This design comes from an exercise in tuning for small area on the open sky130 flow, not from production work. In this exercise RTL edits were held to simulation tests only and were not proved equivalent to the original. Power and IR drop assume default switching activity.

==> flow/design.v <==
`timescale 1ns / 1ps
module lcd_fsm(
    input clk,
    input reset,
    input play_sw,
    input mov_up,
    input mov_dwn,
    input sel,
    input vol_dwn,
    input vol_up,
    input wrt_ack,
    input audio_rdy,
    input data_present_bro,
    input ram_rdy,
    output wrt_req,
    output write_enb,
    output reg read_req,
    output reg read_ack,
    output [7:0] lcd_state,
    output [4:0] vol_level,
    output [25:0] addr,
    output reg [7:0] leds
    );
    localparam [2:0] P_HELLO = 3'd0;    
    localparam [2:0] P_AT    = 3'd1;    
    localparam [2:0] P_SEND  = 3'd2;    
    localparam [2:0] P_ACK   = 3'd3;    
    localparam [2:0] P_WDIS  = 3'd4;    
    localparam [2:0] P_RREQ  = 3'd5;    
    localparam [2:0] P_RDATA = 3'd6;    
    localparam [1:0] K_PLAY = 2'd0;
    localparam [1:0] K_REC  = 2'd1;
    localparam [1:0] K_DEL  = 2'd2;
    reg [2:0]  ph;
    reg [3:0]  scr;         
    reg [1:0]  kind;        
    reg        v6, v12;     
    reg [2:0]  trk;         
    reg [11:0] alow;        
    reg [59:0] tend;        
    assign wrt_req   = (ph == P_ACK);
    assign write_enb = (ph == P_WDIS);
    assign lcd_state = {4'b0000, scr};
    assign vol_level = {1'b0, v12, v6 | v12, v6, 1'b0};
    wire wrapA = ~alow[11] & ~alow[10];
    wire wrapB = ~(alow[11] & alow[10]);
    reg [13:0] ahi;
    always @(*) begin
        case (trk)
            3'd1:    ahi = wrapA ? 14'd2017 : 14'd2016;
            3'd2:    ahi = wrapB ? 14'd4033 : 14'd4032;
            3'd3:    ahi = wrapA ? 14'd6050 : 14'd6049;
            3'd4:    ahi = wrapB ? 14'd8066 : 14'd8065;
            default: ahi = 14'd0;
        endcase
    end
    assign addr = {ahi, alow};
    function [11:0] base_low(input [2:0] t);
        case (t)
            3'd1:    base_low = 12'h7E1;
            3'd2:    base_low = 12'hFC1;
            3'd3:    base_low = 12'h7A1;
            3'd4:    base_low = 12'hF81;
            default: base_low = 12'h000;
        endcase
    endfunction
    reg [11:0] lim_low;
    always @(*) begin
        case (trk)
            3'd1:    lim_low = 12'h398;
            3'd2:    lim_low = 12'hB78;
            3'd3:    lim_low = 12'h358;
            3'd4:    lim_low = 12'hB38;
            default: lim_low = 12'hBB7;
        endcase
    end
    function [11:0] clr_val(input integer t);
        case (t)
            1, 3:    clr_val = 12'h400;
            2, 4:    clr_val = 12'hC00;
            default: clr_val = 12'h000;
        endcase
    endfunction
    reg [11:0] cur_end;
    always @(*) begin
        case (trk)
            3'd1:    cur_end = tend[23:12];
            3'd2:    cur_end = tend[35:24];
            3'd3:    cur_end = tend[47:36];
            3'd4:    cur_end = tend[59:48];
            default: cur_end = tend[11:0];
        endcase
    end
    wire end_empty = (trk != 3'd0) &&
                     (cur_end[11:9] == ((trk == 3'd1 || trk == 3'd3) ? 3'b010 : 3'b110));
    wire at_end    = (alow == cur_end);
    wire before_end = ~at_end & ~end_empty;
    wire up_only = mov_up & ~mov_dwn & ~sel;
    wire dn_only = ~mov_up & mov_dwn & ~sel;
    wire released = ~(mov_up | mov_dwn | sel | vol_dwn | vol_up);
    wire [2:0] pos = scr[2:0] - 3'd1;
    integer i;
    always @(posedge clk) begin
        if (reset) begin
            ph       <= P_HELLO;
            scr      <= 4'd0;
            v6       <= 1'b0;
            v12      <= 1'b0;
            trk      <= 3'd0;
            alow     <= 12'd0;
            leds     <= 8'd0;
            read_req <= 1'b0;
            read_ack <= 1'b0;
            for (i = 0; i < 5; i = i + 1)
                tend[i*12 +: 12] <= clr_val(i);
        end else begin
            read_req <= 1'b0;
            read_ack <= 1'b0;
            case (ph)
                P_HELLO:
                    if (sel && ram_rdy)
                        ph <= P_SEND;
                P_SEND:
                    if (released)
                        ph <= P_ACK;
                P_ACK:
                    if (wrt_ack)
                        ph <= P_AT;
                P_WDIS:
                    ph <= P_AT;
                P_RREQ:
                    if (audio_rdy && before_end) begin
                        read_req <= 1'b1;
                        ph <= P_RDATA;
                    end else if (at_end || !play_sw) begin
                        ph <= P_SEND;
                    end
                P_RDATA:
                    if (data_present_bro && play_sw) begin
                        read_ack <= 1'b1;
                        alow <= alow + 1'b1;
                        leds <= leds + 1'b1;
                        ph <= P_RREQ;
                    end else if (!play_sw) begin
                        ph <= P_SEND;
                    end
                default: begin  
                    case (scr)
                        4'd0:
                            if (dn_only) begin
                                ph <= P_SEND; scr <= 4'd1;
                            end else if (sel) begin
                                ph <= P_SEND; scr <= 4'd9; kind <= K_PLAY;
                                trk <= 3'd0; alow <= 12'd0; leds <= 8'd0;
                            end
                        4'd1:
                            if (up_only) begin
                                ph <= P_SEND; scr <= 4'd0;
                            end else if (dn_only) begin
                                ph <= P_SEND; scr <= 4'd2;
                            end else if (sel) begin
                                ph <= P_SEND; scr <= 4'd9; kind <= K_REC;
                            end
                        4'd2:
                            if (up_only) begin
                                ph <= P_SEND; scr <= 4'd1;
                            end else if (dn_only) begin
                                ph <= P_SEND; scr <= 4'd3;
                            end else if (sel) begin
                                ph <= P_SEND; scr <= 4'd9; kind <= K_DEL;
                            end
                        4'd3:
                            if (up_only) begin
                                ph <= P_SEND; scr <= 4'd2;
                            end else if (dn_only) begin
                                ph <= P_SEND; scr <= 4'd4;
                            end else if (sel) begin
                                for (i = 0; i < 5; i = i + 1)
                                    tend[i*12 +: 12] <= clr_val(i);
                            end
                        4'd4:
                            if (up_only) begin
                                ph <= P_SEND; scr <= 4'd3;
                            end else if (sel) begin
                                ph <= P_SEND; scr <= {2'b01, v6 | v12, ~v6};
                            end
                        4'd5:
                            if (vol_up && !sel) begin
                                ph <= P_SEND; scr <= 4'd6;
                            end else if (sel) begin
                                ph <= P_SEND; scr <= 4'd4; v6 <= 1'b0; v12 <= 1'b0;
                            end
                        4'd6:
                            if (vol_dwn && !vol_up && !sel) begin
                                ph <= P_SEND; scr <= 4'd5;
                            end else if (!vol_dwn && vol_up && !sel) begin
                                ph <= P_SEND; scr <= 4'd7;
                            end else if (sel) begin
                                ph <= P_SEND; scr <= 4'd4; v6 <= 1'b1; v12 <= 1'b0;
                            end
                        4'd7:
                            if (vol_dwn && !sel) begin
                                ph <= P_SEND; scr <= 4'd6;
                            end else if (sel) begin
                                ph <= P_SEND; scr <= 4'd4; v6 <= 1'b0; v12 <= 1'b1;
                            end
                        4'd8:  
                            if (sel) begin
                                ph <= P_SEND; scr <= 4'd1;
                                for (i = 0; i < 5; i = i + 1)
                                    if (trk == i) tend[i*12 +: 12] <= alow;
                            end else if (alow == lim_low) begin
                                ph <= P_SEND; scr <= 4'd15;
                                for (i = 0; i < 5; i = i + 1)
                                    if (trk == i) tend[i*12 +: 12] <= alow;
                            end else if (audio_rdy) begin
                                ph <= P_WDIS;
                                alow <= alow + 1'b1;
                                leds <= leds + 1'b1;
                            end
                        4'd15:  
                            if (sel) begin
                                ph <= P_SEND; scr <= 4'd0;
                            end
                        default:  
                            if (pos == 3'd5) begin
                                if (up_only) begin
                                    ph <= P_SEND; scr <= 4'd13;
                                end else if (sel) begin
                                    ph <= P_SEND;
                                    scr <= (kind == K_PLAY) ? 4'd0 :
                                           (kind == K_REC)  ? 4'd1 : 4'd2;
                                end
                            end else if (kind == K_PLAY) begin
                                if (!mov_up && mov_dwn) begin
                                    ph <= P_SEND; scr <= scr + 4'd1;
                                end else if (mov_up && !mov_dwn && pos != 3'd0) begin
                                    ph <= P_SEND; scr <= scr - 4'd1;
                                end else if (play_sw) begin
                                    ph <= P_RREQ;
                                    trk <= pos;
                                    alow <= base_low(pos);
                                end
                            end else begin
                                if (dn_only) begin
                                    ph <= P_SEND; scr <= scr + 4'd1;
                                end else if (up_only && pos != 3'd0) begin
                                    ph <= P_SEND; scr <= scr - 4'd1;
                                end else if (sel) begin
                                    if (kind == K_REC) begin
                                        ph <= P_SEND; scr <= 4'd8;
                                        trk <= pos;
                                        alow <= base_low(pos);
                                    end else begin
                                        for (i = 0; i < 5; i = i + 1)
                                            if (pos == i) tend[i*12 +: 12] <= clr_val(i);
                                    end
                                end
                            end
                    endcase
                end
            endcase
        end
    end
endmodule
==> flow/run.sh <==
#!/bin/bash
# synth_recipe.tcl (not shown) runs the flow's synth.tcl, then flattens the netlist and writes it again
# the make line also repeats each setting of config.mk as NAME=value (left out here)
make -C /OpenROAD-flow-scripts/flow DESIGN_CONFIG=/design/flow/config.mk WORK_HOME=/design/flow/orfs CLKGATE_MAP_FILE= SYNTH_SCRIPT=/design/flow/synth_recipe.tcl finish
==> flow/config.mk <==
export PLATFORM = sky130hd
export DESIGN_NAME = lcd_fsm
export DESIGN_NICKNAME = lcd_fsm
export VERILOG_FILES = /design/flow/design.v
export SDC_FILE = /design/flow/constraint.sdc
export NUM_CORES = 4
export LEC_CHECK = 0
export CAP_MARGIN = 20
export CORE_MARGIN = 2
export CORE_UTILIZATION = 40
export PLACE_DENSITY = 0.6
export SLEW_MARGIN = 20
==> flow/constraint.sdc <==
create_clock -name core_clock -period 5.0 [get_ports {clk}]
set_input_delay 1.0000 -clock core_clock [delete_from_list [all_inputs] [get_ports {clk}]]
set_output_delay 1.0000 -clock core_clock [all_outputs]
set_load 0.01 [all_outputs]
==> results.txt, run 1 <==
status timing/DRC/antenna clean; worst hold path stage count 2; Clock Tree Root clkbuf_16; routed length per instance between 20 and 25 µm; Cell Int Power about 1500 µW; Setup crit end kind flop; Area growth syn-to-layout 13.1%; post-synthesis sequential area ratio 28.9%; Core Area 16,500 µm²; drt drc 0; vias 6,634; Starting Density around two fifths; worst hold path class reg2reg; Req. time, crit path 5.23 ns; IO buf count 52; most numerous cell in the Yosys netlist nor2_1; Net Sw Frac 41.2%; Die ar. 17,900 µm²; post-CTS sizing 0; Clk Latency, worst-skew pair 0.36 ns; unrepaired setup endpoints after global routing false; H-tree levels 3; share of layout cells above drive strength 1 7.78%; Die W 134 µm; Syn Inst Count 853; Register-to-Register Path Depth 11; Clock power frac 27.6%; # setup viols final 0; Unique masters post-synth 82; slew margin rel. 29.1%; antenna fix cells 0; CP Launch Type flop; Initial DRT Pass Iterations 6; GR Overflow Total 0; arrival time worst endpoint 4.21 ns; Combinational Power Share 39.7%; Post-synth EDFFs 2; largest net degree at the start of global routing 48; Antenna Nets Post-Route 0; Clk pin slew, worst setup/hold paths 0.08 ns; most instantiated cells after synthesis nor2_1 (112), dfxtp_1 (94), mux2i_1 (73), nand2_1 (73), a21oi_1 (48); Seq cells post-synth between 90 and 100; minimum clock period 3.99 ns; Main synth FF type dfxtp_1; Tot GR Track Use 24.9%; Max Cap Viol 0; Hold Vio Cnt, Final 0; DIE HEIGHT 134 µm; Nets 890; Seq pwr share 32.7%; first-pass GRT wire length 35,000 µm; final wirelength 22,000 µm; Cell Rows 47; DR iter-0 viols 683; fillcell total 1,670; Tcrit/Tclk final 79.8%; critical path class reg2reg; top post-synthesis cells by area dfxtp_1 (28%), mux2i_1 (11%), nor2_1 (6.3%), nand2_1 (4.1%), a21oi_1 (3.6%); ys async rst share 0%; Post-CTS Hold Buffers 0; final std cells w/o fill 1,094; total CTS buffers 9; # placed instances 1,078; VDD IR-drop max 0.174 mV; CTS tree done; Post-CTS Setup Bufs 0; Syn Std Cell Area 6720 µm²; Max Clk Rate 251 MHz; Clock Skew 0.0116 ns; post-DP HPWL 15,000 µm; leakage ~0.0026 µW; Worst-Margin Slew ~1.1 ns; Net Switching 1060 µW; antenna violations before repair 0; power density cells between 300 and 400 nW/µm²; clock buffer depth 2; gpl congestion 0.954; clock sinks 96; DR vias/cell 6.06; # IOs 63; final slew viol count 0; Mapped Avg Cell Area 7.88 µm²; Setup TNS Final 0 ns; vias in the first global route a little over 6k; Synth top area share around 28%; Warnings, synthesis 1; worst-path maximum fanout 14; Yosys top cell by area dfxtp_1
[final timing paths]
check                           slack [ns]        to      from
worst min register to register        0.49  tend[22]  tend[22]
worst max-delay path                  1.01   tend[1]    scr[0]
worst min-delay path                  0.49  tend[22]  tend[22]
worst max register to register        1.01   tend[1]    scr[0]
[per-layer routing]
metal  up-vias  part of all wire (%)  global-route usage, %
met5         -                     0                      0
met4         0                   2.9                   10.3
met3        49                   6.4                   3.69
met2       287                    44                   37.2
met1      3178                    47                   35.7
li1       3120                     -                      -
[through the flow]
stage | setup slack (ns) | total power (µW) | utilization [%] | hold slack (ns) | cell area (µm²)
2_1_floorplan | 2.12 | 1540 | - | 0.441 | 6760
3_3_place_gp | 1.06 | 1850 | 44.2 | 0.460 | 7310
3_5_place_dp | 0.991 | 1840 | 44.2 | 0.462 | 7310
4_1_cts | 1.11 | 2550 | 46.0 | 0.480 | 7600
5_1_grt | 0.814 | 2700 | 46.0 | 0.514 | 7600
6_report | 1.01 | 2570 | 46.0 | 0.487 | 7600
[cell usage in the layout (no fill, tap or decap), types with 10 or more instances in the layout]
master and count:
mux2i_1 73, nand3_1 31, nand2_1 73, a21oi_1 47, buf_4 20, clkdlybuf4s50_1 51, xnor2_1 13, nor2_1 112
xor2_1 11, conb_1 10, nor2b_1 10, and3_1 19, nor3_1 24, and2_1 10, inv_1 19, nand2b_1 12
dfxtp_1 94, o21ai_0 32
[logic make-up after synthesis]
kind of cell,share of synthesized area (%)
other,0.0558
xor gates and xnor gates,3.13
AOI/OAI and AO/OA,23.3
buffers and inverters,7.04
adders and majority gates,1.68
DFF,28.9
and+or+nand+nor,24.7
muxes,11.2
[state kept, by name, indices dropped and copies added, names as in the netlist]
register,count
tend,60
ph,3
scr,4
read_ack,1
trk,3
v6,1
kind,2
read_req,1
alow,12
v12,1
leds,8
[final cells by class]
type	instances	area [µm²]	share of cell area (%)
Inverter	22	82.6	1.09
Multi-Input combinational cell	668	4340	57.2
Tap cell	220	275	3.62
Clock buffer	11	253	3.33
Clock inverter	5	37.5	0.494
Sequential cell	96	1940	25.6
Timing Repair Buffer	72	666	8.76
[power groups by stage]
stage               Clock, µW  Combinational (µW)  Sequential (µW)
global placement            0                 999              856
detailed placement          0                 986              856
CTS                       715                 992              838
finish                    708                1020              839
global route              750                1100              844
floorplan                   0                 703              834
[worst max-delay path: stages, from the launching register on]
cell	delay, ns
dfxtp_1	0.48
inv_1	0.29
ha_1	0.47
nor2b_1	0.18
buf_4	0.23
and2_1	0.30
a21oi_1	0.18
a21oi_1	0.32
nand4_4	0.19
a221oi_4	0.85
mux2i_1	0.28
nor2_1	0.06
==> run 2: changes to the inputs <==
--- a/flow/config.mk
+++ b/flow/config.mk
@@ -7,6 +7,7 @@
 export LEC_CHECK = 0
+export ABC_AREA = 1
 export CAP_MARGIN = 20
 export CORE_MARGIN = 2
-export CORE_UTILIZATION = 40
-export PLACE_DENSITY = 0.6
+export CORE_UTILIZATION = 70
+export PLACE_DENSITY = 0.8
 export SLEW_MARGIN = 20
==> run 2 against run 1 <==
Compared with the run above:
- register-to-register slack gained 0.54 ns
- global-route usage grew 16 points
- via count grew 14%
- power grew 55%
- clock skew shrank 0.0025 ns
- largest power group unchanged
- hold slack lost 0.018 ns
- fmax shrank 2.1%
- sequential share of layout area grew 1.5 points
- clock power shrank 17%
- critical path type is now reg2out
- still clean on timing, DRC and antenna
- design area shrank 5.5%
- core utilization grew 32 points
==> results.txt, run 2 <==
Die ar. 10,200 µm² (-43%); DIE HEIGHT 101 µm (-24%); unrepaired setup endpoints after global routing false; ys async rst share 0% (unchanged); routed length per instance 17.5 µm (-13%); largest net degree at the start of global routing 68 (+42%); arrival time worst endpoint 3.07 ns (-1.14 ns); Largest Register tend; final wirelength 20,900 µm (-5.0%); Crit Reg-Reg Startpoint trk[0]; Yosys top cell by area dfxtp_1; Max Clk Rate 245 MHz (-2.1%); worst-path maximum fanout 15 (+1); Nets 1,104 (+24%); power density cells 554 nW/µm² (+64%); leakage 0.00315 µW (+22%); vias in the first global route 6,781 (+11%); post-DP HPWL 14,900 µm (-1.3%); share of layout cells above drive strength 1 6.25% (-1.5 points); total CTS buffers 9 (unchanged); slew margin rel. 40.3% (+11 points); Post-CTS Setup Bufs 0 (unchanged); clock buffer depth 2 (unchanged); Syn Std Cell Area 6590 µm² (-1.9%); max reg flops 60 (unchanged); Cell Rows 35 (-26%); GR Overflow Total 0 (unchanged); Hold Vio Cnt, Final 0 (unchanged); worst hold path class reg2reg; CP Launch Type flop; worst hold slack 0.469 ns (-0.0181 ns); Setup crit end kind output pin; antenna fix cells 0 (unchanged); # IOs 63 (unchanged); DR iter-0 viols 918 (+34%); Post-synth EDFFs 2 (unchanged); first-pass GRT wire length 33,200 µm (-5.2%); H-tree levels 3 (unchanged); Area growth syn-to-layout 8.92%; drt drc 0 (unchanged); Worst-Margin Slew 0.891 ns (-0.173 ns); top post-synthesis cells by area dfxtp_1 (29%), nand2_1 (18%), a21oi_1 (7.4%), nand3_1 (7.4%), nor2_1 (6.4%); Unique masters post-synth 54 (-34%); final std cells w/o fill 1,199 (+9.6%); IO buf count 52 (unchanged); Mapped Avg Cell Area 6.19 µm² (-21%); Starting Density 71.7% (+31 points); Die W 101 µm (-24%); DR vias/cell 6.28 (+3.6%); Tcrit/Tclk final 81.5% (+1.7 points); Clock Skew 0.00911 ns (-0.00249 ns); most instantiated cells after synthesis nand2_1 (319), nor2_1 (112), a21oi_1 (97), nand3_1 (97), dfxtp_1 (94); # placed instances 1,183 (+9.7%); CTS tree done; Seq cells post-synth 96 (unchanged); Main synth FF type dfxtp_1; final slew viol count 0 (unchanged); Core Area 9200 µm² (-44%); gpl congestion 1.00 (+5.3%); most numerous cell in the Yosys netlist nand2_1; Warnings, synthesis 1 (unchanged); Post-CTS Hold Buffers 0 (unchanged); status timing/DRC/antenna clean; Req. time, crit path 4.00 ns (-1.23 ns); Clock Tree Root clkbuf_8; Syn Inst Count 1,065 (+25%); Clk pin slew, worst setup/hold paths 0.11 ns (+0.03 ns); Hold Crit Start tend[30]; Clk Latency, worst-skew pair 0.39 ns (+0.03 ns); Tot GR Track Use 41.3% (+16 points); clock sinks 96 (unchanged); post-synthesis sequential area ratio 29.4% (+0.56 points); top flop regs tend: 60 flops, alow: 12 flops, leds: 8 flops; minimum clock period 4.07 ns (+0.0860 ns); Antenna Nets Post-Route 0 (unchanged); antenna violations before repair 0 (unchanged); Initial DRT Pass Iterations 9 (+3); Synth top area share 28.5% (+0.54 points); Setup TNS Final 0 ns (unchanged); vias 7,535 (+14%); fillcell total 735 (-56%); # setup viols final 0 (unchanged); post-CTS sizing 0 (unchanged); Core Util, Final 78.1% (+32 points); VDD IR-drop max 0.353 mV (+100%); critical path class reg2out; most frequent cells in the layout nand2_1 (319), nor2_1 (112), nand3_1 (97), a21oi_1 (97), dfxtp_1 (94); CP startpoint trk[0]; commonest non-fill, non-tap cell in the layout nand2_1; Max Cap Viol 0 (unchanged)
[run 2: cell types whose count changed after synthesis, moves of 14 or more]
cell      previous run  this run
a21oi_1             48        97
and3_1              19         1
clkbuf_1            38        18
inv_1               19        80
inv_2                0        14
mux2i_1             73         0
nand2_1             73       319
nand3_1             31        97
nand4_1              5        29
o21ai_0             32        47
[run 2: cell type report]
cell class,count,area (µm²),area share (%)
Tap cell,111,139,1.93
Sequential cell,96,1940,27.0
Clock inverter,6,86.3,1.20
Inverter,97,368,5.12
Multi-Input combinational cell,824,3970,55.3
Clock buffer,10,138,1.92
Timing Repair Buffer,55,538,7.49
[run 2: critical path, cell delays in order (launching register included)]
cell and delay (ns):
dfxtp_1 0.46, nor2_1 0.60, nand2_1 0.60, nand2_4 0.27, nor2_8 0.06, inv_2 0.14, clkdlybuf4s50_1 0.56
[run 2: worst paths after layout]
kind	endpoint	cells after the start	slack (ns)
hold / removal	tend[30]	2	0.47
hold reg to reg	tend[30]	2	0.47
setup / recovery	addr[22]	6	0.93
setup reg to reg	tend[17]	13	1.55
[run 2: per-stage QoR]
stage | total power (µW) | setup slack (ns) | instance area (µm²)
3_3_place_gp | 3280 | 1.30 | 6960
3_5_place_dp | 3290 | 1.16 | 6960
6_report | 3980 | 0.925 | 7180
5_1_grt | 4210 | 0.753 | 7180
4_1_cts | 3860 | 1.04 | 7180
2_1_floorplan | 2610 | 2.56 | 6630
[run 2: logic make-up (layout without fill, tap and decap cells)]
group	count (synthesis)	after routing	synth area share, %
compound gates	178	178	15.1
buf+inv	154	168	10.8
flops	96	96	29.4
simple gates	613	613	41.0
xor+xnor	14	14	1.86
other cells	1	10	0.0569
fa+ha+maj	9	9	1.71
[run 2: report_power, final]
part	switching [µW]	total, µW	leakage (µW)	internal [µW]
Combinational	1640	2380	0.00226	739
Sequential	170	1010	0.000778	840
Clock	330	590	0.000114	259
Total	2140	3980	0.00315	1840
[run 2: layer usage]
layer,GRT usage [%],vias up,routed length [µm]
li1,-,3514,-
met1,51.4,3340,7850
met2,64.3,546,9140
met3,10.6,135,2570
met4,24.4,0,1380
met5,1.03,-,0

-- separate check: timing with driven ports --
Ports are ideal in the flow. The routed layouts listed here were re-timed in OpenROAD. Step 1 sets driving cells, clkbuf_16 on the clock port and buf_2 on the other inputs (assumed; they add their load-dependent delay and slew). Step 2 also shifts input and output timing later by t, the mid clock arrival at the registers, as if the neighbouring blocks saw the same clock. a / b / c = ideal ports / drivers / drivers and shift; a / b = the first two.
run | t (ns) | slack for setup (ns) | worst setup path at the end | worst register clock-pin slew, ns | worst slew at a driven data input, ns
run 1 | 0.403 | 1.011 / 1.011 / 0.941 | input to register | 0.08 / 0.08 | 0.03
run 2 | 0.415 | 0.925 / 0.891 / 1.059 | input to register | 0.11 / 0.11 | 0.03
After both steps setup and hold are still met in every run listed. The setup slack of run 1, which loses most, moves by 0.000 ns with the drivers and by -0.070 ns with both steps.
